From an optimization exercise on the open Yosys and OpenROAD flow, aimed at small area; shortcuts taken in it are not production practice.
Only simulation tests tie the RTL to the original design; equivalence was not proved.
The clock port is modelled as an ideal driver, which makes a skipped or thinned clock tree look cheaper than it is; a real chip needs a root buffer or a tree.

== run 1 ==
==> flow/design.v (excerpt) <==
module clock(
input clk,
input rst,
input btnC, btnU, btnD, btnR, btnL,
input [3:0] sw,
output [6:0] seg,
output [3:0] an,
output [3:0] led
    );
reg [6:0] count;                
reg [5:0] og_secs;
reg [1:0] sf;
reg [2:0] mt, a_mt, og_mt;      
reg [3:0] mu, a_mu, og_mu;      
reg [3:0] hr, a_hr, og_hr;      
reg [1:0] mode;                 
reg led_r;
assign led = {4{led_r}};
wire is_s = mode[0];
wire is_a = mode[1];
wire is_n = ~mode[0] & ~mode[1];
wire sw0 = (sw == 4'b0000);
wire sw1 = (sw == 4'b0001);
wire restore = is_a & sw1;
wire [2:0] v_mt = restore ? og_mt : mt;
wire [3:0] v_mu = restore ? og_mu : mu;
wire [3:0] v_hr = restore ? og_hr : hr;
wire s60 = ~restore & sf[1] & og_secs[5] & og_secs[4] & og_secs[3] & ~og_secs[2] & og_secs[1] & og_secs[0];
wire m60 = v_mt[2] & v_mt[1];
wire h13 = v_hr[3] & v_hr[2] & v_hr[0];
wire [4:0] hi = {a_mt[0], a_mu};
wire tick = is_n & count[6] & count[5] & (count[4] | count[3] | count[2]);
wire btn = is_s & hi[4] & hi[1] & hi[0] & count[6] & count[2];
wire [7:0] lo_inc = {1'b0, count} + {7'd0, ~is_a};
wire [4:0] hi_inc = hi + {4'd0, lo_inc[7]};
wire load_a = is_s & sw1;
wire sat = load_a & (lo_inc[7] | (|hi));
wire [4:0] n_hi = (is_s & ~load_a) ? (btn ? 5'd0 : hi_inc) : 5'd0;
wire m_pos = |{mt, mu};
wire h_gt1 = |hr[3:1];
wire m_dn = btn & btnD & m_pos & ~s60;
wire m_up = s60 | (btn & btnU & ~(btnD & m_pos));
wire h_dn = btn & btnR & h_gt1 & ~m60;
wire h_up = m60 | (btn & btnL & ~(btnR & h_gt1));
wire [3:0] tg_mu;
assign tg_mu[0] = m_up | m_dn;
assign tg_mu[1] = (m_up & v_mu[0] & ~v_mu[3]) | (m_dn & ~v_mu[0] & (v_mu[1] | v_mu[2] | v_mu[3]));
assign tg_mu[2] = (m_up & v_mu[1] & v_mu[0]) | (m_dn & ~v_mu[1] & ~v_mu[0] & (v_mu[2] | v_mu[3]));
assign tg_mu[3] = (m_up & v_mu[0] & (v_mu[3] | (v_mu[2] & v_mu[1]))) | (m_dn & ~v_mu[2] & ~v_mu[1] & ~v_mu[0]);
wire c_up = m_up & v_mu[3] & v_mu[0];
  ...
clock: 10.0 ns
lec_check: 0
abc_area: 1
cap_margin: 20
core_margin: 2
core_utilization: 40
cts_buf_list: sky130_fd_sc_hd__clkbuf_8
cts_cluster_diameter: 100
cts_cluster_size: 30
slew_margin: 20
standard.sh (not shown) runs the stock make flow with config.mk's settings and CLKGATE_MAP_FILE= SYNTH_SCRIPT=/design/flow/synth_recipe.tcl, a recipe that flattens the netlist after the stock synthesis.
==> flow/flow/run.sh <==
#!/bin/bash
# The standard layout (standard.sh) with three changes:
#  - synthesis maps the logic with an area-only ABC script (flow/synth_area.tcl, flow/area.abc);
#  - every port still gets a buffer, but the smallest one, sky130_fd_sc_hd__buf_1;
#  - the clock tree is flow/clock_tree.tcl: the clock port drives a few clkbuf_8, each
#    driving the flip-flops nearest to it (ORFS runs it in place of its own CTS command).
# The make output of all steps goes to flow_make.log here; ORFS keeps each step's log under orfs/logs.
set -euo pipefail
work=$(pwd)
export FLOW_WORK="$work"
export AREA_ABC_SCRIPT="$work/flow/area.abc"
export BUFFER_PORTS_ARGS="-buffer_cell sky130_fd_sc_hd__buf_1"
export PRE_CTS_TCL="$work/flow/clock_tree.tcl"
export CLOCK_LEAVES=4
export CLOCK_LEAF_CELL=sky130_fd_sc_hd__clkbuf_16
export CTS_ARGS="-sink_clustering_enable"
sed "s#SYNTH_SCRIPT=[^ ]*#SYNTH_SCRIPT=$work/flow/synth_area.tcl#" standard.sh > flow_standard_area.sh
grep -q "SYNTH_SCRIPT=$work/flow/synth_area.tcl" flow_standard_area.sh
bash flow_standard_area.sh > flow_make.log 2>&1
==> flow/flow/area.abc <==
strash
balance -l; resub -K 6 -l; rewrite -l; resub -K 6 -N 2 -l; refactor -l; resub -K 8 -l; balance -l; resub -K 8 -N 2 -l; rewrite -l; resub -K 10 -l; rewrite -z -l; resub -K 10 -N 2 -l; balance -l; resub -K 12 -l; refactor -z -l; resub -K 12 -N 2 -l; rewrite -z -l; balance -l
dch -f
amap
strash
dch -f
amap
topo
==> flow/flow/clock_tree.tcl <==
# Replaces ORFS's clock tree with a small one: the clock port drives a few
# sky130_fd_sc_hd__clkbuf_8 buffers, each driving the flip-flops nearest to it.
# Sourced by ORFS's cts.tcl as PRE_CTS_TCL; the rest of cts.tcl runs as usual.
proc clock_tree_synthesis { args } {
  set nleaf 3
  if { [info exists ::env(CLOCK_LEAVES)] } { set nleaf $::env(CLOCK_LEAVES) }
  set block [ord::get_db_block]
  set db [ord::get_db]
  set cell sky130_fd_sc_hd__clkbuf_8
  if { [info exists ::env(CLOCK_LEAF_CELL)] } { set cell $::env(CLOCK_LEAF_CELL) }
  set master [$db findMaster $cell]
  set clk [$block findNet clk]
  set sinks {}
  foreach it [$clk getITerms] {
    if { [$it isInputSignal] } {
      set inst [$it getInst]
      set loc [$inst getLocation]
      lappend sinks [list [lindex $loc 0] [lindex $loc 1] $it]
    }
  }
  # k-means on the sink locations, started from sinks spread along x
  set sinks [lsort -integer -index 0 $sinks]
  set n [llength $sinks]
  set cent {}
  for { set k 0 } { $k < $nleaf } { incr k } {
    set s [lindex $sinks [expr { int(($k + 0.5) * $n / $nleaf) }]]
    lappend cent [list [lindex $s 0] [lindex $s 1]]
  }
  for { set iter 0 } { $iter < 30 } { incr iter } {
    set groups {}
    for { set k 0 } { $k < $nleaf } { incr k } { lappend groups {} }
    foreach s $sinks {
      set best 0
      set bd 1e18
      for { set k 0 } { $k < $nleaf } { incr k } {
        set c [lindex $cent $k]
        set d [expr { abs([lindex $s 0] - [lindex $c 0]) + abs([lindex $s 1] - [lindex $c 1]) }]
        if { $d < $bd } { set bd $d; set best $k }
      }
      lset groups $best [concat [lindex $groups $best] [list $s]]
    }
    set cent {}
    foreach g $groups {
      set sx 0; set sy 0
      foreach s $g { set sx [expr { $sx + [lindex $s 0] }]; set sy [expr { $sy + [lindex $s 1] }] }
      set m [expr { max(1, [llength $g]) }]
      lappend cent [list [expr { int($sx / $m) }] [expr { int($sy / $m) }]]
    }
  }
  for { set k 0 } { $k < $nleaf } { incr k } {
    set g [lindex $groups $k]
    if { [llength $g] == 0 } { continue }
    set buf [odb::dbInst_create $block $master "clkbuf_leaf_$k"]
    set net [odb::dbNet_create $block "clknet_leaf_$k"]
    $net setSigType CLOCK
    [$buf findITerm A] connect $clk
    [$buf findITerm X] connect $net
    foreach s $g {
      set it [lindex $s 2]
      $it disconnect
      $it connect $net
    }
    set c [lindex $cent $k]
    $buf setLocation [lindex $c 0] [lindex $c 1]
    $buf setPlacementStatus PLACED
    puts "clock leaf $k: [llength $g] sinks at $c"
  }
  set_propagated_clock [all_clocks]
}
Other scripts of this flow, unchanged in this note and not shown: flow/flow/synth_area.tcl
The inputs of run 2 differ from those of run 1 as listed below.
--- a/flow/flow/run.sh
+++ b/flow/flow/run.sh
@@ -13,3 +13,3 @@
 export PRE_CTS_TCL="$work/flow/clock_tree.tcl"
-export CLOCK_LEAVES=4
+export CLOCK_LEAVES=3
 export CLOCK_LEAF_CELL=sky130_fd_sc_hd__clkbuf_16
--- a/flow/flow/area.abc
+++ b/flow/flow/area.abc
@@ -1,2 +1,5 @@
 strash
+&get -n
+&deepsyn -T 60
+&put
 balance -l; resub -K 6 -l; rewrite -l; resub -K 6 -N 2 -l; refactor -l; resub -K 8 -l; balance -l; resub -K 8 -N 2 -l; rewrite -l; resub -K 10 -l; rewrite -z -l; resub -K 10 -N 2 -l; balance -l; resub -K 12 -l; refactor -z -l; resub -K 12 -N 2 -l; rewrite -z -l; balance -l
==> run summary <==
Utilization run 1 -> run 2: down. Run 1 -> run 2: routed wire length decreased by a few percent. Between run 2 and run 1, the fmax figures differ only marginally. The global-route usage number comes out higher for run 1 vs run 2. Going from run 1 to run 2, final cell area excluding filler cells fell 1.3%, arithmetic-cell share of the synthesized area counting full adders, half adders and majority gates held, overall die area fell by 62 µm².
diff inputs: run 2 => run 3
==> flow/flow/area.abc <==
strash
balance -l; resub -K 6 -l; rewrite -l; resub -K 6 -N 2 -l; refactor -l; resub -K 8 -l; balance -l; resub -K 8 -N 2 -l; rewrite -l; resub -K 10 -l; rewrite -z -l; resub -K 10 -N 2 -l; balance -l; resub -K 12 -l; refactor -z -l; resub -K 12 -N 2 -l; rewrite -z -l; balance -l
dch -f
amap
strash
dch -f
amap
topo
Findings:
- Run 2: all stages complete, timing, DRC and antenna checks passed
- Run 3 completed every stage of the flow, and the final layout passed the timing, design-rule and antenna checks.
- Effective utilization at floorplan: run 2 vs run 3, no meaningful difference
- Run 3 -> run 2: final count of hold timing violations delta 0, exact match
- Relative to run 2, run 3 degrades worst setup slack.
In every run of this note, the design's own scripts or RTL, not TritonCTS, make the clock network.

[afterwards: timing with drivers on the ports]
The results above use ideal ports. As a check the final layouts listed here were re-extracted and re-timed, cells and wires unchanged. Step 1: set_driving_cell puts a clkbuf_16 on clk and a buf_2 on each other input, an assumption about the parent block. Step 2 times the ports against the registers' clock, not the clock port: input delays grow and output delays shrink by t, the midpoint of the rising clock arrivals with the driver on. Slacks: ideal / step 1 / step 2; pairs: ideal / step 1.
run	t, ns	slack for setup (ns)	worst register clock-pin slew, ns
run 1	0.228	4.386 / 4.447 / 4.218	0.09 / 0.09
run 2	0.228	4.402 / 4.445 / 4.217	0.11 / 0.11
run 3	0.222	4.379 / 4.424 / 4.202	0.11 / 0.11
After both steps setup and hold are still met in every run listed. For run 2, which loses most, drivers alone change the setup slack by +0.043 ns; drivers and shift together by -0.185 ns.
